Background: an optimization exercise with open tools, aiming at small area, a short achievable clock period and few clock cycles per item. Do not read the settings as production practice. At most, simulation tests tie the RTL to the original design; equivalence was not proved. No activity file was given, so power comes from the tool's default toggle rates.

// MS_DMAC_AHBL
module MS_DMAC_AHBL (
    input   wire    HCLK,
    input   wire    HRESETn,
    output  wire    IRQ,
    input wire          HSEL,
    input wire [31:0]   HADDR,
    input wire [1:0]    HTRANS,
    input wire          HWRITE,
    input wire          HREADY,
    input wire [31:0]   HWDATA,
    input wire [2:0]    HSIZE,
    output wire         HREADYOUT,
    output wire [31:0]  HRDATA,
    output wire [31:0]  M_HADDR,
    output wire [1:0]   M_HTRANS,
    output wire [2:0] 	M_HSIZE,
    output wire         M_HWRITE,
    output wire [31:0]  M_HWDATA,
    input wire          M_HREADY,
    input wire [31:0]   M_HRDATA
);
    reg         we_ctrl, we_saddr, we_daddr, we_size, we_trig;
    wire [15:0] a = HADDR[15:0];
    wire        a_ctrl  = (a == 16'h00);
    wire        a_stat  = (a == 16'h04);
    wire        a_saddr = (a == 16'h08);
    wire        a_daddr = (a == 16'h0C);
    wire        a_size  = (a == 16'h10);
    wire        a_trig  = (a == 16'h14);
    wire        a_none  = ~(a_ctrl | a_stat | a_saddr | a_daddr | a_size | a_trig);
    wire        wr_ap   = HSEL & HWRITE & HTRANS[1];
  ...
export LEC_CHECK = 0
export ABC_CLOCK_PERIOD_IN_PS = 2500
export CAP_MARGIN = 20
export CORE_MARGIN = 2
export CORE_UTILIZATION = 55
export CTS_CLUSTER_DIAMETER = 100
export CTS_CLUSTER_SIZE = 25
export SETUP_SLACK_MARGIN = 4.5
export SLEW_MARGIN = 20
export TNS_END_PERCENT = 100
create_clock -name core_clock -period 7.0 [get_ports {HCLK}]
standard.sh (not shown) runs the stock make flow with config.mk's settings and CLKGATE_MAP_FILE= SYNTH_SCRIPT=/design/flow/synth_recipe.tcl, a recipe that flattens the netlist after the stock synthesis.
==> flow/flow/run.sh <==
#!/bin/bash
# Standard layout, with every port buffered by the smallest buffer
# (timing repair resizes them where it needs to).
set -euo pipefail
export BUFFER_PORTS_ARGS="-buffer_cell sky130_fd_sc_hd__buf_1"
bash standard.sh synth > synth.log 2>&1
bash standard.sh > layout.log 2>&1
Testbench counts at the start, summed over its fixed seeds: cycles 100,757, items 25,289.
Then changed:
--- a/flow/design.v
+++ b/flow/design.v
@@ -151,39 +151,44 @@
             op_swap <= 1'b0;
             op_incr <= 1'b0;
         end else begin
             op_swap <= n_swap;
             op_incr <= n_incr;
         end
     always @(posedge HCLK) begin
         hsize_r <= n_typ;
         step    <= n_ai ? (4'h1 << n_typ) : 4'h0;
     end
     wire is_rd = s_r0 | s_rd;
-    wire swap  = rdy & op_swap;
-    wire incr  = rdy & op_incr;
     wire [31:0] nxt = cur + {28'h0, step};
-    wire [15:0] rem_nx  = idle ? SIZE_REG : (rdy & is_rd) ? rem - 16'h1 : rem;
-    assign      last_nx = idle ? (SIZE_REG == 16'h0) : (rdy & is_rd) ? (rem == 16'h1) : last;
-    always @(posedge HCLK) begin
-        rem  <= rem_nx;
-        last <= last_nx;
-        if (idle) begin
-            cur  <= SADDR_REG;
-            alt  <= DADDR_REG;
-        end else if (swap) begin
-            cur <= alt;
-            alt <= nxt;
-        end else if (incr)
-            cur <= nxt;
-    end
+    wire [31:0] cur_val = idle ? SADDR_REG : (op_swap ? alt : nxt);
+    wire [31:0] alt_val = idle ? DADDR_REG : nxt;
+    wire [15:0] rem_val = idle ? SIZE_REG  : rem - 16'h1;
+    wire        lst_val = idle ? (SIZE_REG == 16'h0) : (rem == 16'h1);
+    wire        cur_en  = idle | (rdy & (op_swap | op_incr));
+    wire        alt_en  = idle | (rdy & op_swap);
+    wire        rem_en  = idle | (rdy & is_rd);
+    assign      last_nx = rem_en ? lst_val : last;
+    always @(posedge HCLK) begin
+        if (rem_en) begin
+            rem  <= rem_val;
+            last <= lst_val;
+        end
+        if (alt_en)
+            alt <= alt_val;
+    end
+    always @(posedge HCLK or negedge HRESETn)
+        if (~HRESETn)
+            cur <= 32'h0;
+        else if (cur_en)
+            cur <= cur_val;
     reg         dp_r, dp_r0, dp_w;
     reg [31:0]  qa, qb;
     always @(posedge HCLK)
         if (rdy) begin
             dp_r  <= htrans_r & ~hwrite_r;
             dp_r0 <= s_r0;
             dp_w  <= htrans_r &  hwrite_r;
         end
     always @(posedge HCLK) begin
         if (dp_r & dp_r0)
             qa <= M_HRDATA;
The changed run finished with timing, DRC and antenna clean.
Routed wire length went up by about 8%.
Global-route usage went up by 2.0 points.
Count of clock-buffer cells in the layout went down by 2.
Hold slack is better by 9.2 ps.
Cell area went up by 3.3%.
First-iteration DRC count went up by 13%.
Total power went up by 27%.
Die area went up by about 1.8%.
Setup slack is worse by 55 ps.
Via count went up by 5.1%.
Non-clock buffer count went up by 11.
Register-to-register slack barely changes.
Final cell count went up by 1.9%.
For the second run of this note, only the layout was checked, not whether the RTL still works.

* * *

The RTL this note starts from:
==> flow/design.v <==
`timescale          1ns/1ps
`default_nettype    none
module MS_DMAC_AHBL (
    input   wire    HCLK,
    input   wire    HRESETn,
    output  wire    IRQ,
    input wire          HSEL,
    input wire [31:0]   HADDR,
    input wire [1:0]    HTRANS,
    input wire          HWRITE,
    input wire          HREADY,
    input wire [31:0]   HWDATA,
    input wire [2:0]    HSIZE,
    output wire         HREADYOUT,
    output wire [31:0]  HRDATA,
    output wire [31:0]  M_HADDR,
    output wire [1:0]   M_HTRANS,
    output wire [2:0] 	M_HSIZE,
    output wire         M_HWRITE,
    output wire [31:0]  M_HWDATA,
    input wire          M_HREADY,
    input wire [31:0]   M_HRDATA
);
    reg         we_ctrl, we_saddr, we_daddr, we_size, we_trig;
    wire [15:0] a = HADDR[15:0];
    wire        a_ctrl  = (a == 16'h00);
    wire        a_stat  = (a == 16'h04);
    wire        a_saddr = (a == 16'h08);
    wire        a_daddr = (a == 16'h0C);
    wire        a_size  = (a == 16'h10);
    wire        a_trig  = (a == 16'h14);
    wire        a_none  = ~(a_ctrl | a_stat | a_saddr | a_daddr | a_size | a_trig);
    wire        wr_ap   = HSEL & HWRITE & HTRANS[1];
    always @(posedge HCLK) begin
        if (HREADY) begin
            we_ctrl  <= wr_ap & a_ctrl;
            we_saddr <= wr_ap & a_saddr;
            we_daddr <= wr_ap & a_daddr;
            we_size  <= wr_ap & a_size;
            we_trig  <= wr_ap & a_trig;
        end
    end
    reg [31:0]  CTRL_REG;
    reg [31:0]  SADDR_REG;
    reg [31:0]  DADDR_REG;
    reg [15:0]  SIZE_REG;
    reg         TRIG_REG;
    reg         done_r;
    reg         irq_r;
    wire        done_set;
    wire [31:0] ctrl_nx  = we_ctrl  ? HWDATA        : CTRL_REG;
    wire [31:0] saddr_nx = we_saddr ? HWDATA        : SADDR_REG;
    wire [31:0] daddr_nx = we_daddr ? HWDATA        : DADDR_REG;
    wire [15:0] size_nx  = we_size  ? HWDATA[15:0]  : SIZE_REG;
    wire        trig_nx  = we_trig  ? HWDATA[0]     : (TRIG_REG & ~done_set);
    wire        done_nx  = we_trig  ? 1'b0          : (done_r | done_set);
    wire        irq_nx   = done_nx & ctrl_nx[0];
    always @(posedge HCLK or negedge HRESETn)
        if (~HRESETn) begin
            CTRL_REG  <= 32'h0;
            SADDR_REG <= 32'h0;
            DADDR_REG <= 32'h0;
            SIZE_REG  <= 16'h0;
            TRIG_REG  <= 1'b0;
            done_r    <= 1'b0;
            irq_r     <= 1'b0;
        end else begin
            CTRL_REG  <= ctrl_nx;
            SADDR_REG <= saddr_nx;
            DADDR_REG <= daddr_nx;
            SIZE_REG  <= size_nx;
            TRIG_REG  <= trig_nx;
            done_r    <= done_nx;
            irq_r     <= irq_nx;
        end
    wire        EN        = CTRL_REG[0];
    wire [1:0]  SRC_TYPE  = CTRL_REG[17:16];
    wire        SRC_AI    = CTRL_REG[18];
    wire [1:0]  DEST_TYPE = CTRL_REG[25:24];
    wire        DEST_AI   = CTRL_REG[26];
    assign IRQ = irq_r;
    reg [31:0]  rdata_r;
    always @(posedge HCLK)
        rdata_r <= ({32{a_ctrl}}  & ctrl_nx)
                 | ({32{a_stat}}  & {31'h0, irq_nx})
                 | ({32{a_saddr}} & saddr_nx)
                 | ({32{a_daddr}} & daddr_nx)
                 | ({32{a_size}}  & {16'h0, size_nx})
                 | ({32{a_trig}}  & {31'h0, trig_nx})
                 | ({32{a_none}}  & 32'hDEADBEEF);
    assign HRDATA    = rdata_r;
    assign HREADYOUT = 1'b1;
    reg         s_r0;        
    reg         s_rd;        
    reg         s_wn;        
    reg         s_wp;        
    reg         s_wf;        
    reg         s_bub;       
    reg         s_fdp;       
    reg         htrans_r;
    reg         hwrite_r;
    reg [1:0]   hsize_r;
    reg [15:0]  rem;         
    reg         last;        
    wire        last_nx;
    reg [31:0]  cur;         
    reg [31:0]  alt;         
    wire idle  = ~(s_r0 | s_rd | s_wn | s_wp | s_wf | s_bub | s_fdp);
    wire rdy   = M_HREADY;
    wire start = idle & (we_trig ? HWDATA[0] : TRIG_REG) & ctrl_nx[0];
    wire n_r0  = start;
    wire n_rd  = rdy ? ((s_r0 & ~last) | s_wn)  : s_rd;
    wire n_wn  = rdy ? (s_rd & ~last)           : s_wn;
    wire n_wp  = rdy ? (s_rd & last)            : s_wp;
    wire n_wf  = rdy ? (s_wp | s_bub)           : s_wf;
    wire n_bub = rdy ? (s_r0 & last)            : s_bub;
    wire n_fdp = rdy ? s_wf                     : s_fdp;
    wire n_r0h = ~rdy & s_r0;
    assign done_set = s_fdp & rdy;
    always @(posedge HCLK or negedge HRESETn)
        if (~HRESETn) begin
            s_r0     <= 1'b0;
            s_rd     <= 1'b0;
            s_wn     <= 1'b0;
            s_wp     <= 1'b0;
            s_wf     <= 1'b0;
            s_bub    <= 1'b0;
            s_fdp    <= 1'b0;
            htrans_r <= 1'b0;
            hwrite_r <= 1'b0;
        end else begin
            s_r0     <= n_r0 | n_r0h;
            s_rd     <= n_rd;
            s_wn     <= n_wn;
            s_wp     <= n_wp;
            s_wf     <= n_wf;
            s_bub    <= n_bub;
            s_fdp    <= n_fdp;
            htrans_r <= n_r0 | n_r0h | n_rd | n_wn | n_wp | n_wf;
            hwrite_r <= n_wn | n_wp | n_wf;
        end
    wire n_wr   = n_wn | n_wp | n_wf;
    wire n_swap = ((n_r0 | n_r0h) & last_nx) | n_rd | n_wn;
    wire n_incr = ((n_r0 | n_r0h) & ~last_nx) | n_wp;
    reg         op_swap, op_incr;
    always @(posedge HCLK or negedge HRESETn)
        if (~HRESETn) begin
            op_swap <= 1'b0;
            op_incr <= 1'b0;
        end else begin
            op_swap <= n_swap;
            op_incr <= n_incr;
        end
    always @(posedge HCLK)
        hsize_r <= n_wr ? ctrl_nx[25:24] : ctrl_nx[17:16];
    wire is_rd = s_r0 | s_rd;
    wire swap  = rdy & op_swap;
    wire incr  = rdy & op_incr;
    wire [1:0]  typ  = hwrite_r ? DEST_TYPE : SRC_TYPE;
    wire        ai   = hwrite_r ? DEST_AI   : SRC_AI;
    wire [2:0]  st3  = {ai & (typ == 2'd2), ai & (typ == 2'd1), ai & (typ == 2'd0)};
    wire [3:0]  lo   = {1'b0, cur[2:0]} + {1'b0, st3};
    wire        c3   = lo[3] | (ai & (typ == 2'd3));
    wire [31:0] nxt;
    assign nxt[2:0] = lo[2:0];
    genvar i;
    generate
        for (i = 3; i < 32; i = i + 1) begin : g_inc
            if (i == 3)
                assign nxt[i] = cur[i] ^ c3;
            else
                assign nxt[i] = cur[i] ^ (c3 & (&cur[i-1:3]));
        end
    endgenerate
    wire [15:0] rem_nx  = idle ? SIZE_REG : (rdy & is_rd) ? rem - 16'h1 : rem;
    assign      last_nx = idle ? (SIZE_REG == 16'h0) : (rdy & is_rd) ? (rem == 16'h1) : last;
    always @(posedge HCLK) begin
        rem  <= rem_nx;
        last <= last_nx;
        if (idle) begin
            cur  <= SADDR_REG;
            alt  <= DADDR_REG;
        end else if (swap) begin
            cur <= alt;
            alt <= nxt;
        end else if (incr)
            cur <= nxt;
    end
    reg         dp_r, dp_r0, dp_w;
    reg [31:0]  qa, qb;
    always @(posedge HCLK)
        if (rdy) begin
            dp_r  <= htrans_r & ~hwrite_r;
            dp_r0 <= s_r0;
            dp_w  <= htrans_r &  hwrite_r;
        end
    always @(posedge HCLK) begin
        if (dp_r & dp_r0)
            qa <= M_HRDATA;
        else if (dp_w & rdy)
            qa <= qb;
        if (dp_r & ~dp_r0)
            qb <= M_HRDATA;
    end
    assign M_HADDR  = cur;
    assign M_HTRANS = {htrans_r, 1'b0};
    assign M_HWRITE = hwrite_r;
    assign M_HSIZE  = {1'b0, hsize_r};
    assign M_HWDATA = qa;
endmodule
export LEC_CHECK = 0
export ABC_CLOCK_PERIOD_IN_PS = 2500
export CAP_MARGIN = 20
export CORE_MARGIN = 2
export CORE_UTILIZATION = 40
export SETUP_SLACK_MARGIN = 4.5
export SLEW_MARGIN = 20
export TNS_END_PERCENT = 100
create_clock -name core_clock -period 7.0 [get_ports {HCLK}]
Scripts as last shown in full above: flow/flow/run.sh
The baseline went through all stages and came out clean.
==> next run, changes <==
--- a/flow/design.v
+++ b/flow/design.v
@@ -159,21 +159,11 @@
     wire [1:0]  typ  = hwrite_r ? DEST_TYPE : SRC_TYPE;
     wire        ai   = hwrite_r ? DEST_AI   : SRC_AI;
     wire [2:0]  st3  = {ai & (typ == 2'd2), ai & (typ == 2'd1), ai & (typ == 2'd0)};
     wire [3:0]  lo   = {1'b0, cur[2:0]} + {1'b0, st3};
     wire        c3   = lo[3] | (ai & (typ == 2'd3));
-    wire [31:0] nxt;
-    assign nxt[2:0] = lo[2:0];
-    genvar i;
-    generate
-        for (i = 3; i < 32; i = i + 1) begin : g_inc
-            if (i == 3)
-                assign nxt[i] = cur[i] ^ c3;
-            else
-                assign nxt[i] = cur[i] ^ (c3 & (&cur[i-1:3]));
-        end
-    endgenerate
+    wire [31:0] nxt  = {cur[31:3] + {28'h0, c3}, lo[2:0]};
     wire [15:0] rem_nx  = idle ? SIZE_REG : (rdy & is_rd) ? rem - 16'h1 : rem;
     assign      last_nx = idle ? (SIZE_REG == 16'h0) : (rdy & is_rd) ? (rem == 16'h1) : last;
     always @(posedge HCLK) begin
         rem  <= rem_nx;
         last <= last_nx;
- total power fell by 5.3%
- maximum frequency fell by 18%
- final area stays flat
- critical path depth grows by 4
- die area fell by 1.4%
- routed wire length goes down by 2.7%
- sequential cell count stays the same
- worst setup slack degrades by 0.60 ns
No run of this note included a check of the RTL's function; only the layout flow was run.

static timing again, ports no longer ideal:
How much do the figures lean on ideal ports? The routed layouts below were timed once more, with nothing changed but the port constraints. Step 1 (the two cells are an assumption about what drives the block):
set clk [get_ports {HCLK}]
set_driving_cell -lib_cell sky130_fd_sc_hd__clkbuf_16 $clk
set_driving_cell -lib_cell sky130_fd_sc_hd__buf_2 [delete_from_list [all_inputs] $clk]
Step 2, shift: input delay + t, output delay - t, t = (earliest + latest rising clock arrival at the registers) / 2. This alone moves slack from input paths to output paths. Slacks: ideal ports / drivers / drivers and shift; pairs: ideal ports / drivers.
run | t (ns) | setup WS [ns] | worst setup path at the end | clock arrival spread, ns | cell pins on the clock port's net
the first run of note 1 | 0.559 | 4.473 / 4.422 / 3.939 | input to register | 0.028 / 0.027 | 1
the second run of note 1 | 0.557 | 4.417 / 4.434 / 3.877 | input to register | 0.032 / 0.032 | 1
the first run of note 2 | 0.577 | 4.223 / 4.223 / 3.995 | input to register | 0.029 / 0.029 | 1
the second run of note 2 | 0.566 | 3.618 / 3.618 / 3.618 | register to register | 0.028 / 0.029 | 1
After both steps setup and hold are still met in every run listed. For the second run of note 1, which loses most, drivers alone change the setup slack by +0.017 ns; drivers and shift together by -0.540 ns.
